Source: an optimization exercise on an open RTL-to-GDS flow (aim: small area and a short achievable clock period). Production flows keep margins and buffers that such runs may drop.
The RTL of this run was laid out without a check of its function.

==> flow/run.sh <==
#!/bin/bash
# synth_recipe.tcl (not shown) runs the flow's synth.tcl, then flattens the netlist and writes it again
# the make line also repeats each setting of config.mk as NAME=value (left out here)
make -C /OpenROAD-flow-scripts/flow DESIGN_CONFIG=/design/flow/config.mk WORK_HOME=/design/flow/orfs CLKGATE_MAP_FILE= SYNTH_SCRIPT=/design/flow/synth_recipe.tcl finish
==> flow/config.mk <==
export PLATFORM = sky130hd
export DESIGN_NAME = ConvEngine
export DESIGN_NICKNAME = ConvEngine
export VERILOG_FILES = /design/flow/design.v
export SDC_FILE = /design/flow/constraint.sdc
export NUM_CORES = 4
export LEC_CHECK = 0
export ABC_CLOCK_PERIOD_IN_PS = 5000
export CAP_MARGIN = 20
export CORE_MARGIN = 2
export CORE_UTILIZATION = 40
export SETUP_SLACK_MARGIN = 5
export SLEW_MARGIN = 20
==> flow/constraint.sdc <==
create_clock -name core_clock -period 10.0 [get_ports {clk}]
set_input_delay 2.0000 -clock core_clock [delete_from_list [all_inputs] [get_ports {clk}]]
set_output_delay 2.0000 -clock core_clock [all_outputs]
set_load 0.01 [all_outputs]
==> flow/design.v <==
module ConvEngine (
    input         clk,
    input         rst,
    input  [31:0] DMAport,
    input         acc_enable,
    input         acc_clear,
    output [31:0] result
);
  reg  [23:0] R0, R1, R2, R3, R4, R5;
  reg  [2:0]  lr;              
  reg  [2:0]  lrp;             
  reg  [17:0] P0, P1, P2;      
  reg  [18:0] Ds, Dc;        
  reg  [31:0] acc_s, acc_c;    
  wire       wr  = DMAport[7];
  wire [2:0] sel = DMAport[2:0];
  wire [23:0] data = DMAport[31:8];
  always @(posedge clk or posedge rst) begin
    if (rst) begin
      R0 <= 24'd0; R1 <= 24'd0; R2 <= 24'd0; R3 <= 24'd0; R4 <= 24'd0; R5 <= 24'd0;
    end else if (wr) begin
      case (sel)
        3'd0: R0 <= data;
        3'd1: R1 <= data;
        3'd2: R2 <= data;
        3'd3: R3 <= data;
        3'd4: R4 <= data;
        3'd5: R5 <= data;
        default: ;
      endcase
    end
  end
  always @(posedge clk or posedge rst) begin
    if (rst) begin
      lr <= 3'b001;
      lrp <= 3'b001;
    end else begin
      lrp <= lr;
      if (wr) begin
        case (sel)
          3'd0, 3'd3: lr <= 3'b001;
          3'd1, 3'd4: lr <= 3'b010;
          3'd2, 3'd5: lr <= 3'b100;
          default: ;
        endcase
      end
    end
  end
  wire [23:0] pix = ({24{lr[0]}} & R0) | ({24{lr[1]}} & R1) | ({24{lr[2]}} & R2);
  wire [23:0] ker = ({24{lr[0]}} & R3) | ({24{lr[1]}} & R4) | ({24{lr[2]}} & R5);
  wire [2:0]  m = ~(lr | lrp);
  wire        g = (lr != lrp);
  wire [31:0] early = acc_s + acc_c + ({18{m[0]}} & P0) + ({18{m[1]}} & P1) + ({18{m[2]}} & P2)
                    + ({(18+1){g}} & Ds) + ({(18+1){g}} & Dc) - 32'h60000;
  wire n1 = (pix[16] & ker[16]);
  wire n2 = (pix[16] & ker[17]);
  wire n3 = (pix[16] & ker[18]);
  wire n4 = (pix[16] & ker[19]);
  wire n5 = (pix[16] & ker[20]);
  wire n6 = (pix[16] & ker[21]);
  wire n7 = (pix[16] & ker[22]);
  wire n8 = ~(pix[16] & ker[23]);
  wire n9 = (pix[17] & ker[16]);
  wire n10 = (pix[17] & ker[17]);
  wire n11 = (pix[17] & ker[18]);
  wire n12 = (pix[17] & ker[19]);
  wire n13 = (pix[17] & ker[20]);
  wire n14 = (pix[17] & ker[21]);
  wire n15 = (pix[17] & ker[22]);
  wire n16 = ~(pix[17] & ker[23]);
  wire n17 = (pix[18] & ker[16]);
  wire n18 = (pix[18] & ker[17]);
  wire n19 = (pix[18] & ker[18]);
  wire n20 = (pix[18] & ker[19]);
  wire n21 = (pix[18] & ker[20]);
  wire n22 = (pix[18] & ker[21]);
  wire n23 = (pix[18] & ker[22]);
  wire n24 = ~(pix[18] & ker[23]);
  wire n25 = (pix[19] & ker[16]);
  wire n26 = (pix[19] & ker[17]);
  wire n27 = (pix[19] & ker[18]);
  wire n28 = (pix[19] & ker[19]);
  wire n29 = (pix[19] & ker[20]);
  wire n30 = (pix[19] & ker[21]);
  wire n31 = (pix[19] & ker[22]);
  wire n32 = ~(pix[19] & ker[23]);
  wire n33 = (pix[20] & ker[16]);
  wire n34 = (pix[20] & ker[17]);
  wire n35 = (pix[20] & ker[18]);
  wire n36 = (pix[20] & ker[19]);
  wire n37 = (pix[20] & ker[20]);
  wire n38 = (pix[20] & ker[21]);
  wire n39 = (pix[20] & ker[22]);
  wire n40 = ~(pix[20] & ker[23]);
  wire n41 = (pix[21] & ker[16]);
  wire n42 = (pix[21] & ker[17]);
  wire n43 = (pix[21] & ker[18]);
  wire n44 = (pix[21] & ker[19]);
  wire n45 = (pix[21] & ker[20]);
  wire n46 = (pix[21] & ker[21]);
  wire n47 = (pix[21] & ker[22]);
  wire n48 = ~(pix[21] & ker[23]);
  wire n49 = (pix[22] & ker[16]);
  wire n50 = (pix[22] & ker[17]);
  wire n51 = (pix[22] & ker[18]);
  wire n52 = (pix[22] & ker[19]);
  wire n53 = (pix[22] & ker[20]);
  wire n54 = (pix[22] & ker[21]);
  wire n55 = (pix[22] & ker[22]);
  wire n56 = ~(pix[22] & ker[23]);
  wire n57 = ~(pix[23] & ker[16]);
  wire n58 = ~(pix[23] & ker[17]);
  wire n59 = ~(pix[23] & ker[18]);
  wire n60 = ~(pix[23] & ker[19]);
  wire n61 = ~(pix[23] & ker[20]);
  wire n62 = ~(pix[23] & ker[21]);
  wire n63 = ~(pix[23] & ker[22]);
  wire n64 = (pix[23] & ker[23]);
  wire n65 = (pix[8] & ker[8]);
  wire n66 = (pix[8] & ker[9]);
  wire n67 = (pix[8] & ker[10]);
  wire n68 = (pix[8] & ker[11]);
  wire n69 = (pix[8] & ker[12]);
  wire n70 = (pix[8] & ker[13]);
  wire n71 = (pix[8] & ker[14]);
  wire n72 = ~(pix[8] & ker[15]);
  wire n73 = (pix[9] & ker[8]);
  wire n74 = (pix[9] & ker[9]);
  wire n75 = (pix[9] & ker[10]);
  wire n76 = (pix[9] & ker[11]);
  wire n77 = (pix[9] & ker[12]);
  wire n78 = (pix[9] & ker[13]);
  wire n79 = (pix[9] & ker[14]);
  wire n80 = ~(pix[9] & ker[15]);
  wire n81 = (pix[10] & ker[8]);
  wire n82 = (pix[10] & ker[9]);
  wire n83 = (pix[10] & ker[10]);
  wire n84 = (pix[10] & ker[11]);
  wire n85 = (pix[10] & ker[12]);
  wire n86 = (pix[10] & ker[13]);
  wire n87 = (pix[10] & ker[14]);
  wire n88 = ~(pix[10] & ker[15]);
  wire n89 = (pix[11] & ker[8]);
  wire n90 = (pix[11] & ker[9]);
  wire n91 = (pix[11] & ker[10]);
  wire n92 = (pix[11] & ker[11]);
  wire n93 = (pix[11] & ker[12]);
  wire n94 = (pix[11] & ker[13]);
  wire n95 = (pix[11] & ker[14]);
  wire n96 = ~(pix[11] & ker[15]);
  wire n97 = (pix[12] & ker[8]);
  wire n98 = (pix[12] & ker[9]);
  wire n99 = (pix[12] & ker[10]);
  wire n100 = (pix[12] & ker[11]);
  wire n101 = (pix[12] & ker[12]);
  wire n102 = (pix[12] & ker[13]);
  wire n103 = (pix[12] & ker[14]);
  wire n104 = ~(pix[12] & ker[15]);
  wire n105 = (pix[13] & ker[8]);
  wire n106 = (pix[13] & ker[9]);
  wire n107 = (pix[13] & ker[10]);
  wire n108 = (pix[13] & ker[11]);
  wire n109 = (pix[13] & ker[12]);
  wire n110 = (pix[13] & ker[13]);
  wire n111 = (pix[13] & ker[14]);
  wire n112 = ~(pix[13] & ker[15]);
  wire n113 = (pix[14] & ker[8]);
  wire n114 = (pix[14] & ker[9]);
  wire n115 = (pix[14] & ker[10]);
  wire n116 = (pix[14] & ker[11]);
  wire n117 = (pix[14] & ker[12]);
  wire n118 = (pix[14] & ker[13]);
  wire n119 = (pix[14] & ker[14]);
  wire n120 = ~(pix[14] & ker[15]);
  wire n121 = ~(pix[15] & ker[8]);
  wire n122 = ~(pix[15] & ker[9]);
  wire n123 = ~(pix[15] & ker[10]);
  wire n124 = ~(pix[15] & ker[11]);
  wire n125 = ~(pix[15] & ker[12]);
  wire n126 = ~(pix[15] & ker[13]);
  wire n127 = ~(pix[15] & ker[14]);
  wire n128 = (pix[15] & ker[15]);
  wire n129 = (pix[0] & ker[0]);
  wire n130 = (pix[0] & ker[1]);
  wire n131 = (pix[0] & ker[2]);
  wire n132 = (pix[0] & ker[3]);
  wire n133 = (pix[0] & ker[4]);
  wire n134 = (pix[0] & ker[5]);
  wire n135 = (pix[0] & ker[6]);
  wire n136 = ~(pix[0] & ker[7]);
  wire n137 = (pix[1] & ker[0]);
  wire n138 = (pix[1] & ker[1]);
  wire n139 = (pix[1] & ker[2]);
  wire n140 = (pix[1] & ker[3]);
  wire n141 = (pix[1] & ker[4]);
  wire n142 = (pix[1] & ker[5]);
  wire n143 = (pix[1] & ker[6]);
  wire n144 = ~(pix[1] & ker[7]);
  wire n145 = (pix[2] & ker[0]);
  wire n146 = (pix[2] & ker[1]);
  wire n147 = (pix[2] & ker[2]);
  wire n148 = (pix[2] & ker[3]);
  wire n149 = (pix[2] & ker[4]);
  wire n150 = (pix[2] & ker[5]);
  wire n151 = (pix[2] & ker[6]);
  wire n152 = ~(pix[2] & ker[7]);
  wire n153 = (pix[3] & ker[0]);
  wire n154 = (pix[3] & ker[1]);
  wire n155 = (pix[3] & ker[2]);
  wire n156 = (pix[3] & ker[3]);
  wire n157 = (pix[3] & ker[4]);
  wire n158 = (pix[3] & ker[5]);
  wire n159 = (pix[3] & ker[6]);
  wire n160 = ~(pix[3] & ker[7]);
  wire n161 = (pix[4] & ker[0]);
  wire n162 = (pix[4] & ker[1]);
  wire n163 = (pix[4] & ker[2]);
  wire n164 = (pix[4] & ker[3]);
  wire n165 = (pix[4] & ker[4]);
  wire n166 = (pix[4] & ker[5]);
  wire n167 = (pix[4] & ker[6]);
  wire n168 = ~(pix[4] & ker[7]);
  wire n169 = (pix[5] & ker[0]);
  wire n170 = (pix[5] & ker[1]);
  wire n171 = (pix[5] & ker[2]);
  wire n172 = (pix[5] & ker[3]);
  wire n173 = (pix[5] & ker[4]);
  wire n174 = (pix[5] & ker[5]);
  wire n175 = (pix[5] & ker[6]);
  wire n176 = ~(pix[5] & ker[7]);
  wire n177 = (pix[6] & ker[0]);
  wire n178 = (pix[6] & ker[1]);
  wire n179 = (pix[6] & ker[2]);
  wire n180 = (pix[6] & ker[3]);
  wire n181 = (pix[6] & ker[4]);
  wire n182 = (pix[6] & ker[5]);
  wire n183 = (pix[6] & ker[6]);
  wire n184 = ~(pix[6] & ker[7]);
  wire n185 = ~(pix[7] & ker[0]);
  wire n186 = ~(pix[7] & ker[1]);
  wire n187 = ~(pix[7] & ker[2]);
  wire n188 = ~(pix[7] & ker[3]);
  wire n189 = ~(pix[7] & ker[4]);
  wire n190 = ~(pix[7] & ker[5]);
  wire n191 = ~(pix[7] & ker[6]);
  wire n192 = (pix[7] & ker[7]);
  wire n193 = n7 ^ n14 ^ n21;
  wire n194 = (n7 & n14) | (n7 & n21) | (n14 & n21);
  wire n195 = n8 ^ n15 ^ n22;
  wire n196 = (n8 & n15) | (n8 & n22) | (n15 & n22);
  wire n197 = n29 ^ n36 ^ n43;
  wire n198 = (n29 & n36) | (n29 & n43) | (n36 & n43);
  wire n199 = n50 ^ n57 ^ n72;
  wire n200 = (n50 & n57) | (n50 & n72) | (n57 & n72);
  wire n201 = 1'b1 ^ n16 ^ n23;
  wire n202 = (1'b1 & n16) | (1'b1 & n23) | (n16 & n23);
  wire n203 = n30 ^ n37 ^ n44;
  wire n204 = (n30 & n37) | (n30 & n44) | (n37 & n44);
  wire n205 = n51 ^ n58 ^ n80;
  wire n206 = (n51 & n58) | (n51 & n80) | (n58 & n80);
  wire n207 = 1'b1 ^ n24 ^ n31;
  wire n208 = (1'b1 & n24) | (1'b1 & n31) | (n24 & n31);
  wire n209 = n38 ^ n45;
  wire n210 = n38 & n45;
  wire n211 = n5 ^ n12 ^ n19;
  wire n212 = (n5 & n12) | (n5 & n19) | (n12 & n19);
  wire n213 = n6 ^ n13 ^ n20;
  wire n214 = (n6 & n13) | (n6 & n20) | (n13 & n20);
  wire n215 = n27 ^ n34 ^ n41;
  wire n216 = (n27 & n34) | (n27 & n41) | (n34 & n41);
  wire n217 = n70 ^ n77 ^ n84;
  wire n218 = (n70 & n77) | (n70 & n84) | (n77 & n84);
  wire n219 = n28 ^ n35 ^ n42;
  wire n220 = (n28 & n35) | (n28 & n42) | (n35 & n42);
  wire n221 = n49 ^ n71 ^ n78;
  wire n222 = (n49 & n71) | (n49 & n78) | (n71 & n78);
  wire n223 = n85 ^ n92 ^ n99;
  wire n224 = (n85 & n92) | (n85 & n99) | (n92 & n99);
  wire n225 = n106 ^ n113 ^ n135;
  wire n226 = (n106 & n113) | (n106 & n135) | (n113 & n135);
  wire n227 = n142 ^ n149;
  wire n228 = n142 & n149;
  wire n229 = n79 ^ n86 ^ n93;
  wire n230 = (n79 & n86) | (n79 & n93) | (n86 & n93);
  wire n231 = n100 ^ n107 ^ n114;
  wire n232 = (n100 & n107) | (n100 & n114) | (n107 & n114);
  wire n233 = n121 ^ n136 ^ n143;
  wire n234 = (n121 & n136) | (n121 & n143) | (n136 & n143);
  wire n235 = n150 ^ n157 ^ n164;
  wire n236 = (n150 & n157) | (n150 & n164) | (n157 & n164);
  wire n237 = n171 ^ n178 ^ n185;
  wire n238 = (n171 & n178) | (n171 & n185) | (n178 & n185);
  wire n239 = n194 ^ n195;
  wire n240 = n194 & n195;
  wire n241 = n87 ^ n94 ^ n101;
  wire n242 = (n87 & n94) | (n87 & n101) | (n94 & n101);
  wire n243 = n108 ^ n115 ^ n122;
  wire n244 = (n108 & n115) | (n108 & n122) | (n115 & n122);
  wire n245 = n144 ^ n151 ^ n158;
  wire n246 = (n144 & n151) | (n144 & n158) | (n151 & n158);
  wire n247 = n165 ^ n172 ^ n179;
  wire n248 = (n165 & n172) | (n165 & n179) | (n172 & n179);
  wire n249 = n186 ^ n196 ^ n198;
  wire n250 = (n186 & n196) | (n186 & n198) | (n196 & n198);
  wire n251 = n200 ^ n201 ^ n203;
  wire n252 = (n200 & n201) | (n200 & n203) | (n201 & n203);
  wire n253 = n52 ^ n59 ^ n88;
  wire n254 = (n52 & n59) | (n52 & n88) | (n59 & n88);
  wire n255 = n95 ^ n102 ^ n109;
  wire n256 = (n95 & n102) | (n95 & n109) | (n102 & n109);
  wire n257 = n116 ^ n123 ^ n152;
  wire n258 = (n116 & n123) | (n116 & n152) | (n123 & n152);
  wire n259 = n159 ^ n166 ^ n173;
  wire n260 = (n159 & n166) | (n159 & n173) | (n166 & n173);
  wire n261 = n180 ^ n187 ^ n209;
  wire n262 = (n180 & n187) | (n180 & n209) | (n187 & n209);
  wire n263 = n202 ^ n204 ^ n206;
  wire n264 = (n202 & n204) | (n202 & n206) | (n204 & n206);
  wire n265 = n32 ^ n39 ^ n46;
  wire n266 = (n32 & n39) | (n32 & n46) | (n39 & n46);
  wire n267 = n53 ^ n60 ^ n96;
  wire n268 = (n53 & n60) | (n53 & n96) | (n60 & n96);
  wire n269 = n103 ^ n110 ^ n117;
  wire n270 = (n103 & n110) | (n103 & n117) | (n110 & n117);
  wire n271 = n124 ^ n160 ^ n167;
  wire n272 = (n124 & n160) | (n124 & n167) | (n160 & n167);
  wire n273 = n174 ^ n181 ^ n188;
  wire n274 = (n174 & n181) | (n174 & n188) | (n181 & n188);
  wire n275 = n40 ^ n47 ^ n54;
  wire n276 = (n40 & n47) | (n40 & n54) | (n47 & n54);
  wire n277 = n61 ^ n104 ^ n111;
  wire n278 = (n61 & n104) | (n61 & n111) | (n104 & n111);
  wire n279 = n4 ^ n11 ^ n18;
  wire n280 = (n4 & n11) | (n4 & n18) | (n11 & n18);
  wire n281 = n25 ^ n68;
  wire n282 = n25 & n68;
  wire n283 = n26 ^ n33 ^ n69;
  wire n284 = (n26 & n33) | (n26 & n69) | (n33 & n69);
  wire n285 = n76 ^ n83 ^ n90;
  wire n286 = (n76 & n83) | (n76 & n90) | (n83 & n90);
  wire n287 = n97 ^ n133 ^ n140;
  wire n288 = (n97 & n133) | (n97 & n140) | (n133 & n140);
  wire n289 = n91 ^ n98 ^ n105;
  wire n290 = (n91 & n98) | (n91 & n105) | (n98 & n105);
  wire n291 = n134 ^ n141 ^ n148;
  wire n292 = (n134 & n141) | (n134 & n148) | (n141 & n148);
  wire n293 = n155 ^ n162 ^ n169;
  wire n294 = (n155 & n162) | (n155 & n169) | (n162 & n169);
  wire n295 = n212 ^ n213;
  wire n296 = n212 & n213;
  wire n297 = n156 ^ n163 ^ n170;
  wire n298 = (n156 & n163) | (n156 & n170) | (n163 & n170);
  wire n299 = n177 ^ n227 ^ n214;
  wire n300 = (n177 & n227) | (n177 & n214) | (n227 & n214);
  wire n301 = n216 ^ n218 ^ n219;
  wire n302 = (n216 & n218) | (n216 & n219) | (n218 & n219);
  wire n303 = n221 ^ n223 ^ n225;
  wire n304 = (n221 & n223) | (n221 & n225) | (n223 & n225);
  wire n305 = n228 ^ n220 ^ n222;
  wire n306 = (n228 & n220) | (n228 & n222) | (n220 & n222);
  wire n307 = n224 ^ n226 ^ n229;
  wire n308 = (n224 & n226) | (n224 & n229) | (n226 & n229);
  wire n309 = n231 ^ n233 ^ n235;
  wire n310 = (n231 & n233) | (n231 & n235) | (n233 & n235);
  wire n311 = n237 ^ n197 ^ n199;
  wire n312 = (n237 & n197) | (n237 & n199) | (n197 & n199);
  wire n313 = n230 ^ n232 ^ n234;
  wire n314 = (n230 & n232) | (n230 & n234) | (n232 & n234);
  wire n315 = n236 ^ n238 ^ n241;
  wire n316 = (n236 & n238) | (n236 & n241) | (n238 & n241);
  wire n317 = n243 ^ n245 ^ n247;
  wire n318 = (n243 & n245) | (n243 & n247) | (n245 & n247);
  wire n319 = n205 ^ n240 ^ n249;
  wire n320 = (n205 & n240) | (n205 & n249) | (n240 & n249);
  wire n321 = n242 ^ n244 ^ n246;
  wire n322 = (n242 & n244) | (n242 & n246) | (n244 & n246);
  wire n323 = n248 ^ n253 ^ n255;
  wire n324 = (n248 & n253) | (n248 & n255) | (n253 & n255);
  wire n325 = n257 ^ n259 ^ n207;
  wire n326 = (n257 & n259) | (n257 & n207) | (n259 & n207);
  wire n327 = n261 ^ n250 ^ n263;
  wire n328 = (n261 & n250) | (n261 & n263) | (n250 & n263);
  wire n329 = n210 ^ n208 ^ n254;
  wire n330 = (n210 & n208) | (n210 & n254) | (n208 & n254);
  wire n331 = n256 ^ n258 ^ n260;
  wire n332 = (n256 & n258) | (n256 & n260) | (n258 & n260);
  wire n333 = n265 ^ n267 ^ n269;
  wire n334 = (n265 & n267) | (n265 & n269) | (n267 & n269);
  wire n335 = n271 ^ n273 ^ n262;
  wire n336 = (n271 & n273) | (n271 & n262) | (n273 & n262);
  wire n337 = n118 ^ n125 ^ n168;
  wire n338 = (n118 & n125) | (n118 & n168) | (n125 & n168);
  wire n339 = n175 ^ n182 ^ n189;
  wire n340 = (n175 & n182) | (n175 & n189) | (n182 & n189);
  wire n341 = n266 ^ n268 ^ n270;
  wire n342 = (n266 & n268) | (n266 & n270) | (n268 & n270);
  wire n343 = n272 ^ n274 ^ n275;
  wire n344 = (n272 & n274) | (n272 & n275) | (n274 & n275);
  wire n345 = n48 ^ n55 ^ n62;
  wire n346 = (n48 & n55) | (n48 & n62) | (n55 & n62);
  wire n347 = n112 ^ n119 ^ n126;
  wire n348 = (n112 & n119) | (n112 & n126) | (n119 & n126);
  wire n349 = n176 ^ n183 ^ n190;
  wire n350 = (n176 & n183) | (n176 & n190) | (n183 & n190);
  wire n351 = n3 ^ n10 ^ n17;
  wire n352 = (n3 & n10) | (n3 & n17) | (n10 & n17);
  wire n353 = n67 ^ n74;
  wire n354 = n67 & n74;
  wire n355 = n75 ^ n82 ^ n89;
  wire n356 = (n75 & n82) | (n75 & n89) | (n82 & n89);
  wire n357 = n132 ^ n139 ^ n146;
  wire n358 = (n132 & n139) | (n132 & n146) | (n139 & n146);
  wire n359 = n153 ^ n281;
  wire n360 = n153 & n281;
  wire n361 = n147 ^ n154 ^ n161;
  wire n362 = (n147 & n154) | (n147 & n161) | (n154 & n161);
  wire n363 = n282 ^ n280 ^ n283;
  wire n364 = (n282 & n280) | (n282 & n283) | (n280 & n283);
  wire n365 = n285 ^ n287 ^ n211;
  wire n366 = (n285 & n287) | (n285 & n211) | (n287 & n211);
  wire n367 = n284 ^ n286 ^ n288;
  wire n368 = (n284 & n286) | (n284 & n288) | (n286 & n288);
  wire n369 = n289 ^ n291 ^ n293;
  wire n370 = (n289 & n291) | (n289 & n293) | (n291 & n293);
  wire n371 = n215 ^ n217 ^ n295;
  wire n372 = (n215 & n217) | (n215 & n295) | (n217 & n295);
  wire n373 = n290 ^ n292 ^ n294;
  wire n374 = (n290 & n292) | (n290 & n294) | (n292 & n294);
  wire n375 = n297 ^ n193 ^ n296;
  wire n376 = (n297 & n193) | (n297 & n296) | (n193 & n296);
  wire n377 = n299 ^ n301 ^ n303;
  wire n378 = (n299 & n301) | (n299 & n303) | (n301 & n303);
  wire n379 = n298 ^ n239 ^ n300;
  wire n380 = (n298 & n239) | (n298 & n300) | (n239 & n300);
  wire n381 = n305 ^ n302 ^ n304;
  wire n382 = (n305 & n302) | (n305 & n304) | (n302 & n304);
  wire n383 = n307 ^ n309 ^ n311;
  wire n384 = (n307 & n309) | (n307 & n311) | (n309 & n311);
  wire n385 = n306 ^ n313 ^ n308;
  wire n386 = (n306 & n313) | (n306 & n308) | (n313 & n308);
  wire n387 = n310 ^ n312 ^ n315;
  wire n388 = (n310 & n312) | (n310 & n315) | (n312 & n315);
  wire n389 = n317 ^ n251 ^ n319;
  wire n390 = (n317 & n251) | (n317 & n319) | (n251 & n319);
  wire n391 = n314 ^ n321 ^ n252;
  wire n392 = (n314 & n321) | (n314 & n252) | (n321 & n252);
  wire n393 = n316 ^ n318 ^ n323;
  wire n394 = (n316 & n318) | (n316 & n323) | (n318 & n323);
  wire n395 = n325 ^ n320 ^ n327;
  wire n396 = (n325 & n320) | (n325 & n327) | (n320 & n327);
  wire n397 = n264 ^ n322 ^ n329;
  wire n398 = (n264 & n322) | (n264 & n329) | (n322 & n329);
  wire n399 = n331 ^ n324 ^ n326;
  wire n400 = (n331 & n324) | (n331 & n326) | (n324 & n326);
  wire n401 = n333 ^ n335 ^ n328;
  wire n402 = (n333 & n335) | (n333 & n328) | (n335 & n328);
  wire n403 = n337 ^ n339 ^ n277;
  wire n404 = (n337 & n339) | (n337 & n277) | (n339 & n277);
  wire n405 = n330 ^ n332 ^ n341;
  wire n406 = (n330 & n332) | (n330 & n341) | (n332 & n341);
  wire n407 = n334 ^ n343 ^ n336;
  wire n408 = (n334 & n343) | (n334 & n336) | (n343 & n336);
  wire n409 = n276 ^ n278 ^ n338;
  wire n410 = (n276 & n278) | (n276 & n338) | (n278 & n338);
  wire n411 = n340 ^ n345 ^ n347;
  wire n412 = (n340 & n345) | (n340 & n347) | (n345 & n347);
  wire n413 = n349 ^ n342 ^ n344;
  wire n414 = (n349 & n342) | (n349 & n344) | (n342 & n344);
  wire n415 = n56 ^ n63 ^ n120;
  wire n416 = (n56 & n63) | (n56 & n120) | (n63 & n120);
  wire n417 = n127 ^ n184 ^ n191;
  wire n418 = (n127 & n184) | (n127 & n191) | (n184 & n191);
  wire n419 = n346 ^ n348 ^ n350;
  wire n420 = (n346 & n348) | (n346 & n350) | (n348 & n350);
  wire n421 = n2 ^ n9 ^ n66;
  wire n422 = (n2 & n9) | (n2 & n66) | (n9 & n66);
  wire n423 = n81 ^ n131 ^ n138;
  wire n424 = (n81 & n131) | (n81 & n138) | (n131 & n138);
  wire n425 = n145 ^ n353;
  wire n426 = n145 & n353;
  wire n427 = n354 ^ n352 ^ n355;
  wire n428 = (n354 & n352) | (n354 & n355) | (n352 & n355);
  wire n429 = n357 ^ n279 ^ n359;
  wire n430 = (n357 & n279) | (n357 & n359) | (n279 & n359);
  wire n431 = n356 ^ n358 ^ n361;
  wire n432 = (n356 & n358) | (n356 & n361) | (n358 & n361);
  wire n433 = n360 ^ n363 ^ n365;
  wire n434 = (n360 & n363) | (n360 & n365) | (n363 & n365);
  wire n435 = n362 ^ n367 ^ n364;
  wire n436 = (n362 & n367) | (n362 & n364) | (n367 & n364);
  wire n437 = n366 ^ n369 ^ n371;
  wire n438 = (n366 & n369) | (n366 & n371) | (n369 & n371);
  wire n439 = n368 ^ n373 ^ n370;
  wire n440 = (n368 & n373) | (n368 & n370) | (n373 & n370);
  wire n441 = n375 ^ n372 ^ n377;
  wire n442 = (n375 & n372) | (n375 & n377) | (n372 & n377);
  wire n443 = n374 ^ n376 ^ n379;
  wire n444 = (n374 & n376) | (n374 & n379) | (n376 & n379);
  wire n445 = n381 ^ n378 ^ n383;
  wire n446 = (n381 & n378) | (n381 & n383) | (n378 & n383);
  wire n447 = n380 ^ n382 ^ n385;
  wire n448 = (n380 & n382) | (n380 & n385) | (n382 & n385);
  wire n449 = n384 ^ n387 ^ n389;
  wire n450 = (n384 & n387) | (n384 & n389) | (n387 & n389);
  wire n451 = n386 ^ n391 ^ n388;
  wire n452 = (n386 & n391) | (n386 & n388) | (n391 & n388);
  wire n453 = n393 ^ n390 ^ n395;
  wire n454 = (n393 & n390) | (n393 & n395) | (n390 & n395);
  wire n455 = n392 ^ n397 ^ n399;
  wire n456 = (n392 & n397) | (n392 & n399) | (n397 & n399);
  wire n457 = n394 ^ n401 ^ n396;
  wire n458 = (n394 & n401) | (n394 & n396) | (n401 & n396);
  wire n459 = n403 ^ n398 ^ n400;
  wire n460 = (n403 & n398) | (n403 & n400) | (n398 & n400);
  wire n461 = n405 ^ n407 ^ n402;
  wire n462 = (n405 & n407) | (n405 & n402) | (n407 & n402);
  wire n463 = n409 ^ n404 ^ n411;
  wire n464 = (n409 & n404) | (n409 & n411) | (n404 & n411);
  wire n465 = n406 ^ n413 ^ n408;
  wire n466 = (n406 & n413) | (n406 & n408) | (n413 & n408);
  wire n467 = n415 ^ n417 ^ n410;
  wire n468 = (n415 & n417) | (n415 & n410) | (n417 & n410);
  wire n469 = n419 ^ n412 ^ n414;
  wire n470 = (n419 & n412) | (n419 & n414) | (n412 & n414);
  wire n471 = n64 ^ n128 ^ n192;
  wire n472 = (n64 & n128) | (n64 & n192) | (n128 & n192);
  wire n473 = n416 ^ n418 ^ n420;
  wire n474 = (n416 & n418) | (n416 & n420) | (n418 & n420);
  wire n475 = n73 ^ n130;
  wire n476 = n73 & n130;
  wire n477 = n422 ^ n423 ^ n351;
  wire n478 = (n422 & n423) | (n422 & n351) | (n423 & n351);
  wire n479 = n424 ^ n426 ^ n427;
  wire n480 = (n424 & n426) | (n424 & n427) | (n426 & n427);
  wire n481 = n428 ^ n431 ^ n430;
  wire n482 = (n428 & n431) | (n428 & n430) | (n431 & n430);
  wire n483 = n432 ^ n435 ^ n434;
  wire n484 = (n432 & n435) | (n432 & n434) | (n435 & n434);
  wire n485 = n436 ^ n439 ^ n438;
  wire n486 = (n436 & n439) | (n436 & n438) | (n439 & n438);
  wire n487 = n440 ^ n443 ^ n442;
  wire n488 = (n440 & n443) | (n440 & n442) | (n443 & n442);
  wire n489 = n444 ^ n447 ^ n446;
  wire n490 = (n444 & n447) | (n444 & n446) | (n447 & n446);
  wire n491 = n448 ^ n451 ^ n450;
  wire n492 = (n448 & n451) | (n448 & n450) | (n451 & n450);
  wire n493 = n452 ^ n455 ^ n457;
  wire n494 = (n452 & n455) | (n452 & n457) | (n455 & n457);
  wire n495 = n459 ^ n456 ^ n461;
  wire n496 = (n459 & n456) | (n459 & n461) | (n456 & n461);
  wire n497 = n463 ^ n460 ^ n465;
  wire n498 = (n463 & n460) | (n463 & n465) | (n460 & n465);
  wire n499 = n467 ^ n464 ^ n469;
  wire n500 = (n467 & n464) | (n467 & n469) | (n464 & n469);
  wire n501 = n471 ^ n468 ^ n473;
  wire n502 = (n471 & n468) | (n471 & n473) | (n468 & n473);
  wire n503 = 1'b1 ^ n472;
  wire n504 = 1'b1 & n472;
  wire n505 = n1 ^ n65;
  wire n506 = n1 & n65;
  wire n507 = n137 ^ n475 ^ n421;
  wire n508 = (n137 & n475) | (n137 & n421) | (n475 & n421);
  wire n509 = n476 ^ n425 ^ n477;
  wire n510 = (n476 & n425) | (n476 & n477) | (n425 & n477);
  wire n511 = n478 ^ n429 ^ n479;
  wire n512 = (n478 & n429) | (n478 & n479) | (n429 & n479);
  wire n513 = n480 ^ n433 ^ n481;
  wire n514 = (n480 & n433) | (n480 & n481) | (n433 & n481);
  wire n515 = n482 ^ n437 ^ n483;
  wire n516 = (n482 & n437) | (n482 & n483) | (n437 & n483);
  wire n517 = n484 ^ n441 ^ n485;
  wire n518 = (n484 & n441) | (n484 & n485) | (n441 & n485);
  wire n519 = n445 ^ n486 ^ n487;
  wire n520 = (n445 & n486) | (n445 & n487) | (n486 & n487);
  wire n521 = n488 ^ n489 ^ n449;
  wire n522 = (n488 & n489) | (n488 & n449) | (n489 & n449);
  wire n523 = n490 ^ n453 ^ n491;
  wire n524 = (n490 & n453) | (n490 & n491) | (n453 & n491);
  wire n525 = n454 ^ n492 ^ n493;
  wire n526 = (n454 & n492) | (n454 & n493) | (n492 & n493);
  wire n527 = n458 ^ n495 ^ n494;
  wire n528 = (n458 & n495) | (n458 & n494) | (n495 & n494);
  wire n529 = n462 ^ n497 ^ n496;
  wire n530 = (n462 & n497) | (n462 & n496) | (n497 & n496);
  wire n531 = n466 ^ n499 ^ n498;
  wire n532 = (n466 & n499) | (n466 & n498) | (n499 & n498);
  wire n533 = n470 ^ n501 ^ n500;
  wire n534 = (n470 & n501) | (n470 & n500) | (n501 & n500);
  wire n535 = n503 ^ n474 ^ n502;
  wire n536 = (n503 & n474) | (n503 & n502) | (n474 & n502);
  wire [18:0] t1a = {1'b0, 1'b0, n504, n535, n533, n531, n529, n527, n525, n523, n521, n519, n517, n515, n513, n511, n509, n507, n505};
  wire [18:0] t1b = {1'b0, 1'b0, n536, n534, n532, n530, n528, n526, n524, n522, n520, n518, n516, n514, n512, n510, n508, n506, n129};
  wire n537 = n505 ^ n129 ^ early[0];
  wire n538 = (n505 & n129) | (n505 & early[0]) | (n129 & early[0]);
  wire n539 = n507 ^ n506 ^ early[1];
  wire n540 = (n507 & n506) | (n507 & early[1]) | (n506 & early[1]);
  wire n541 = n509 ^ n508 ^ early[2];
  wire n542 = (n509 & n508) | (n509 & early[2]) | (n508 & early[2]);
  wire n543 = n511 ^ n510 ^ early[3];
  wire n544 = (n511 & n510) | (n511 & early[3]) | (n510 & early[3]);
  wire n545 = n513 ^ n512 ^ early[4];
  wire n546 = (n513 & n512) | (n513 & early[4]) | (n512 & early[4]);
  wire n547 = n515 ^ n514 ^ early[5];
  wire n548 = (n515 & n514) | (n515 & early[5]) | (n514 & early[5]);
  wire n549 = n517 ^ n516 ^ early[6];
  wire n550 = (n517 & n516) | (n517 & early[6]) | (n516 & early[6]);
  wire n551 = n519 ^ n518 ^ early[7];
  wire n552 = (n519 & n518) | (n519 & early[7]) | (n518 & early[7]);
  wire n553 = n521 ^ n520 ^ early[8];
  wire n554 = (n521 & n520) | (n521 & early[8]) | (n520 & early[8]);
  wire n555 = n523 ^ n522 ^ early[9];
  wire n556 = (n523 & n522) | (n523 & early[9]) | (n522 & early[9]);
  wire n557 = n525 ^ n524 ^ early[10];
  wire n558 = (n525 & n524) | (n525 & early[10]) | (n524 & early[10]);
  wire n559 = n527 ^ n526 ^ early[11];
  wire n560 = (n527 & n526) | (n527 & early[11]) | (n526 & early[11]);
  wire n561 = n529 ^ n528 ^ early[12];
  wire n562 = (n529 & n528) | (n529 & early[12]) | (n528 & early[12]);
  wire n563 = n531 ^ n530 ^ early[13];
  wire n564 = (n531 & n530) | (n531 & early[13]) | (n530 & early[13]);
  wire n565 = n533 ^ n532 ^ early[14];
  wire n566 = (n533 & n532) | (n533 & early[14]) | (n532 & early[14]);
  wire n567 = n535 ^ n534 ^ early[15];
  wire n568 = (n535 & n534) | (n535 & early[15]) | (n534 & early[15]);
  wire n569 = n504 ^ n536 ^ early[16];
  wire n570 = (n504 & n536) | (n504 & early[16]) | (n536 & early[16]);
  wire [31:0] t2a = {early[31], early[30], early[29], early[28], early[27], early[26], early[25], early[24], early[23], early[22], early[21], early[20], early[19], early[18], n570, n568, n566, n564, n562, n560, n558, n556, n554, n552, n550, n548, n546, n544, n542, n540, n538, n537};
  wire [31:0] t2b = {1'b0, 1'b0, 1'b0, 1'b0, 1'b0, 1'b0, 1'b0, 1'b0, 1'b0, 1'b0, 1'b0, 1'b0, 1'b0, 1'b0, early[17], n569, n567, n565, n563, n561, n559, n557, n555, n553, n551, n549, n547, n545, n543, n541, n539, 1'b0};
  always @(posedge clk) begin
    Ds <= t1a;
    Dc <= t1b;
  end
  wire [17:0] dres = Ds + Dc;
  always @(posedge clk or posedge rst) begin
    if (rst) begin
      P0 <= 18'h20000; P1 <= 18'h20000; P2 <= 18'h20000;
    end else begin
      if (lrp[0]) P0 <= dres;
      if (lrp[1]) P1 <= dres;
      if (lrp[2]) P2 <= dres;
    end
  end
  always @(posedge clk or posedge rst) begin
    if (rst) begin
      acc_s <= 32'd0;
      acc_c <= 32'd0;
    end else if (acc_clear) begin
      acc_s <= 32'd0;
      acc_c <= 32'd0;
    end else if (acc_enable) begin
      acc_s <= t2a;
      acc_c <= t2b;
    end
  end
  assign result = acc_s + acc_c;
endmodule
==> summary.txt <==
Slew headroom 34.14%; routed len/inst 20.80 µm; routability cong. 0.9216; register area share after synthesis 31.90%; top cells by count, synth inv_1 (294), dfrtp_1 (248), fa_1 (248), nand2_1 (208), mux2_2 (189); Post-Syn Nets 2493; Antenna diodes 0; initial antenna violation count 2; Most Crowded Layer GR met2; Reg2Reg Setup Slack 3.85 ns; root buffer cell clkbuf_16; clock latency on the worst-skew pair 0.55 ns; chip height 238.5 µm; asr flop ratio synth 88.15%; CP required 10.42 ns; RSZ-0062 raised after global routing yes; DRC errors left 0; met3 Use GR 2.991%; Area growth, synth to finish 24.74%; min cycle time layout 6.153 ns; cell taking the most area after synthesis dfrtp_1; Max Transition Viols Final 0; clk buf depth 3; Primary FF master, synth dfrtp_1; Worst setup SP type flip-flop; Core Util, Final 50.70%; TritonCTS clock tree built; Core ar. 54130 µm²; Achievable Freq 162.5 MHz; Overall Global Routing Usage 22.91%; H-tree depth 2; GR Util met2 37.54%; Crit path largest cell delay 0.57 ns; die area 56890 µm²; Synth area leaders dfrtp_1 (28%), fa_1 (23%), mux2_2 (9.7%), ha_1 (5.9%), inv_1 (5.0%); CTS Hold Buffers Added 0; Placed Cells 2833; status timing/DRC/antenna clean; setup total negative slack 0 ns; Ys Warns 1; Detail Placement HPWL 43.99 mm; Hold Slack 0.4822 ns; grt ovf 0; EDFF count, synth 0; initial core utilization 40.64%; max_cap viols 0; clock skew 0.02339 ns; final wirelength 63.29 mm; final std cells w/o fill 3043; pin count of the biggest net entering global routing 82; Critical-path top delay cell fa_1; count leader, synth inv_1; cell area after synthesis 22000 µm²; Avg Inst Size Synth 10.45 µm²; Yosys reg bits 287; Die X 238.5 µm; Least-Margin Pin Slew 0.9879 ns; Multi-input gate area 14820 µm²; Most common cell on crit path fa_1; synth unique cells 64; share of cells above drive strength 1 30.93%; CP max FO 5; crit share post-route 61.53%; Top Family by Delay on Critical Path adder cells; first-pass GRT wire length 99.62 mm; Antenna Violating Nets Remaining 0; vias in the first global route 17310; Clk pin slew, worst setup/hold paths 0.07 ns; I/O pin count 68; routed via count 16060; Final Setup Violations 0; CP Buf/Inv Count 3; Final #Nets 2712; Reg area 7028 µm²; Worst setup EP type flip-flop; final hold violation count 0; Iteration-0 DRC Markers 1027; grt met1 use 31.43%; DR vias/cell 5.279; critical path arrival 6.57 ns; row count 85; Cell Chain, Critical Path ha_4 > fa_2 > a21o_1 > a21oi_4 > nor4_2 > o41a_1 > nor2_2 > xnor2_2 > fa_1 > inv_2 > fa_1 > fa_1 > inv_2 > ha_4 > nand4_1 > buf_4 > nor2_4 > a211oi_4 > or3_4 > o211a_4 > or3_4 > a31oi_4 > xnor2_1 > o21ai_1; clock sink total 287; crit path kind flip-flop to flip-flop; Hold WC Path Type flip-flop to flip-flop; I/O Buffers 63; fillers 4811; Synth top area share 28.21%; CTS buffer count 35; DRT Pass-1 Iters 6; Syn Inst Count 2106
layer usage:
metal / up-vias / routed length (µm) / part of all wire, %
li1: 7285 / - / -
met4: 0 / 1893 / 3.0
met3: 105 / 2727 / 4.3
met2: 359 / 29950 / 47
met5: - / 0 / 0
met1: 8315 / 28720 / 45
placed cells by master (no fill, tap or decap), drive strengths merged, types with 31 or more instances in the layout:
master / Yosys / routed
nand2b: 40 / 40
nor2: 172 / 172
and2: 66 / 66
a21oi: 66 / 66
ha: 103 / 103
nand2: 208 / 208
dfxtp: 34 / 34
clkdlybuf4s50: 0 / 36
clkbuf: 62 / 54
inv: 294 / 292
fa: 248 / 248
dfrtp: 248 / 248
xnor2: 47 / 47
a22oi: 31 / 31
mux2: 189 / 189
buf: 6 / 203
path summary, 6_finish.rpt:
check / depth (start not counted) / end / start
min in group asynchronous: 3 / acc_s[1] / rst
worst max-delay path: 24 / acc_s[30] / acc_c[1]
worst min register to register: 2 / P0[16] / P0[16]
max in group asynchronous: 4 / acc_s[31] / rst
worst min-delay path: 2 / P0[16] / P0[16]
worst max register to register: 24 / acc_s[30] / acc_c[1]
per-stage QoR:
stage               instance area [µm²]  worst slack [ns]
global placement                  23810             3.482
global route                      27450             3.654
CTS                               26700             3.883
finish                            27450             3.847
detailed placement                23810             3.411
floorplan                         22380             4.396
state kept, by name (all words and copies together) (netlist names), 17 cells and up:
signal / count
acc_s: 32
Ds: 17
R1: 24
Dc: 17
R4: 24
P2: 18
R3: 24
R5: 24
R2: 24
P0: 18
P1: 18
acc_c: 17
R0: 24
area by class of cell:
class / instances / area share, %
Multi-Input combinational cell: 1457 / 54.00
Clock inverter: 8 / 0.4513
Inverter: 294 / 4.071
Timing Repair Buffer: 250 / 9.027
Sequential cell: 287 / 25.61
Tap cell: 696 / 3.173
Clock buffer: 51 / 3.670
cell families after synthesis:
| kind of cell | after synthesis | share of synthesized area [%] |
|---|---|---|
| XOR/XNOR | 73 | 2.906 |
| adder cells (fa/ha/maj) | 351 | 28.42 |
| buffers and inverters | 362 | 6.233 |
| AND/OR/NAND/NOR | 573 | 11.91 |
| flip-flops | 287 | 31.90 |
| AO/OA/AOI/OAI | 247 | 7.859 |
| multiplexers | 213 | 10.77 |
repair_timing:
item,in CTS,in global routing
buffers inserted,99,40
endpoints found under the setup margin,85,65
gates resized for setup,263,114
pin swaps,106,103
gates cloned,11,1
worst reg2reg max path, delay by kind of cell, from the launching register on:
family | cells | cell delay (ns)
AOI/OAI and AO/OA | 7 | 1.37
DFF | 1 | 0.41
xor gates and xnor gates | 2 | 0.25
and+or+nand+nor | 6 | 1.27
buffers and inverters | 3 | 0.28
adders and majority gates | 6 | 2.45

-- afterwards: timing with drivers on the ports --
No port has a modelled driver above. Below, the same layout with a new extraction and two added sets of constraints.
Step 1 assumes that a clkbuf_16 drives the clock port and a buf_2 every other input.
Step 2 adds t to the input delays and takes it off the output delays; t is the mean of the earliest and latest rising clock arrival at the registers after step 1. Input paths then give back, and output paths get back, about the clock's delay inside the block.
a / b / c = ideal ports / drivers / drivers and shift; a / b = the first two.
shift t [ns]: 0.595
setup WS [ns]: 3.847 / 3.847 / 3.847
worst register clock-pin slew, ns: 0.07 / 0.07
After both steps setup and hold are still met in this run. For this run, drivers alone change the setup slack by 0.000 ns; drivers and shift together by 0.000 ns.
